Source: an optimization exercise on an open RTL-to-GDS flow (aim: small area and a short achievable clock period). Production flows keep margins and buffers that such runs may drop. Power is estimated from default activity; no workload was simulated.

## lane 1
==> flow/design.v (excerpt) <==
module MAC_25(
    input         sys_clk,
    input         sys_en,
    input         rst_n,
    input  [7:0]  data_in_a,
    input         sign_data_in_a,
    input  [7:0]  data_in_b,
    output [15:0] mul_output,
    output [24:0] mac_output
);
Size: ~360 cells after synthesis, about 25 flip-flops, about 61 I/O pins, about 3500 sq um of cells after synthesis.
export LEC_CHECK = 0
export ABC_CLOCK_PERIOD_IN_PS = 5000
export CAP_MARGIN = 20
export CORE_MARGIN = 2
export CORE_UTILIZATION = 40
export SETUP_SLACK_MARGIN = 3
export SLEW_MARGIN = 20
create_clock -name core_clock -period 12.0 [get_ports {sys_clk}]
run.sh (not shown) runs the stock make flow with config.mk's settings and CLKGATE_MAP_FILE= SYNTH_SCRIPT=/design/flow/synth_recipe.tcl, a recipe that flattens the netlist after the stock synthesis.
Relative to lane 1, the following input files were edited for lane 2:
-- flow/config.mk --
<<< lane 1, line 8
export ABC_CLOCK_PERIOD_IN_PS = 5000
>>> lane 2, line 8
<<< lane 1, line 12
export SETUP_SLACK_MARGIN = 3
>>> lane 2, line 11
export SETUP_SLACK_MARGIN = 2
[summary]
Timing, DRC, antenna: 0 failures across lane 1 and lane 2. Relative to lane 1, the first-pass GRT wire length measured on lane 2 has decreased slightly. | cell area after layout | lane 2 vs lane 1 | better |. Lane 2 vs. lane 1: met2 global-route usage has decreased, synthesized cell count has remained practically unchanged.
Modified inputs, lane 3 compared to lane 2
-- flow/config.mk --
<<< lane 2, line 8
>>> lane 3, line 8
export ABC_CLOCK_PERIOD_IN_PS = 2500
<<< lane 2, line 11
export SETUP_SLACK_MARGIN = 2
>>> lane 3, line 12
export SETUP_SLACK_MARGIN = 3
Results
- Lane 3 completed; timing, DRC and antenna clean
- Looking at via total after detailed routing across both flows, lane 3 is the weaker of the two, with lane 2 ahead.
- As far as final number of hold-violating endpoints goes, lane 2 and lane 3 are indistinguishable; the numbers are identical.
- As far as worst path required time is concerned, lane 3 and lane 2 perform about the same.
- Compared lane 3 vs lane 2, and clock share of power is down in lane 3.
Changes in lane 4 relative to lane 3:
-- flow/config.mk --
<<< lane 3, line 8
export ABC_CLOCK_PERIOD_IN_PS = 2500
>>> lane 4, line 8
<<< lane 3, line 11
export CORE_UTILIZATION = 40
export SETUP_SLACK_MARGIN = 3
>>> lane 4, line 10
export CORE_UTILIZATION = 65
export SETUP_SLACK_MARGIN = 2.5
[summary]
Lane 4 ends up with a sequential share of layout area that is 0.47 points higher than in lane 3.
The higher core area of lane 3 and lane 4 is in lane 3.
Share of post-route cells with drive strength above 1: lane 4 vs lane 3 down 6.0 points
No functional check of the RTL was part of any run of this note.

========
MAC_25, a different RTL version from the one above (not shown whole).
Size in the first run: about 25 flip-flops, about 61 I/O pins, roughly 3400 um2 of cells after synthesis.
export LEC_CHECK = 0
export CAP_MARGIN = 20
export CORE_MARGIN = 2
export CORE_UTILIZATION = 40
export SETUP_SLACK_MARGIN = 2.0
export SLEW_MARGIN = 20
create_clock -name core_clock -period 12.0 [get_ports {sys_clk}]
standard.sh (not shown) runs the stock make flow with config.mk's settings and CLKGATE_MAP_FILE= SYNTH_SCRIPT=/design/flow/synth_recipe.tcl, a recipe that flattens the netlist after the stock synthesis.
==> flow/flow/run.sh <==
#!/bin/bash
set -euo pipefail
sed 's/yosys synth -nofsm -noshare/yosys synth -nofsm -noshare -noabc/' synth_recipe.tcl > my_synth.tcl
bash standard.sh "SYNTH_SCRIPT=$PWD/my_synth.tcl" "BUFFER_PORTS_ARGS=-buffer_cell sky130_fd_sc_hd__buf_1" finish > standard.log 2>&1
Edit:
Settings changed: SETUP_SLACK_MARGIN 2.0 to 2.5.
Outcome:
- The changed run completed without violations
- flip-flop and latch count does not change
- total power rises by 4.3%
- utilization goes up by 2.0 points
- critical path depth is unchanged
- maximum frequency goes up by 5.0%
- wire length climbs by 1.6%
Edit:
Settings changed: SETUP_SLACK_MARGIN 2.5 to 3.
Worst setup slack is better by 0.37 ns.
Combinational power went up by about 10%.
Cell area went up by about 9%.
No functional check of the RTL was part of any run of this note.

## port drivers added, routing unchanged
No port has a modelled driver above. Below, the same layouts with a new extraction and two added sets of constraints. Step 1 (the two cells are an assumption about what drives the block):
set clk [get_ports {sys_clk}]
set_driving_cell -lib_cell sky130_fd_sc_hd__clkbuf_16 $clk
set_driving_cell -lib_cell sky130_fd_sc_hd__buf_2 [delete_from_list [all_inputs] $clk]
Step 2, shift: input delay + t, output delay - t, t = (earliest + latest rising clock arrival at the registers) / 2. This alone moves slack from input paths to output paths. Slacks: ideal / step 1 / step 2; pairs: ideal / step 1.
run	shift t [ns]	setup slack, ns	hold WS [ns]	worst setup path after step 2	latest minus earliest clock arrival (ns)
lane 1	0.291	2.888 / 2.857 / 2.695	0.479 / 0.479 / 0.479	input to register	0.003 / 0.003
lane 2	0.288	2.160 / 2.136 / 1.989	0.495 / 0.495 / 0.495	input to register	0.011 / 0.012
lane 3	0.291	2.888 / 2.857 / 2.695	0.479 / 0.479 / 0.479	input to register	0.003 / 0.003
lane 4	0.294	2.551 / 2.530 / 2.335	0.478 / 0.478 / 0.478	input to register	0.009 / 0.009
the first run of note 2	0.294	2.244 / 2.221 / 2.190	0.485 / 0.485 / 0.485	input to register	0.005 / 0.005
the second run of note 2	0.295	2.704 / 2.672 / 2.672	0.485 / 0.485 / 0.485	input to output	0.006 / 0.005
the third run of note 2	0.294	3.077 / 3.017 / 3.017	0.472 / 0.472 / 0.472	input to output	0.008 / 0.007
After both steps every run listed still meets setup and hold. The setup slack of lane 4, which loses most, moves by -0.021 ns with the drivers and by -0.216 ns with both steps.
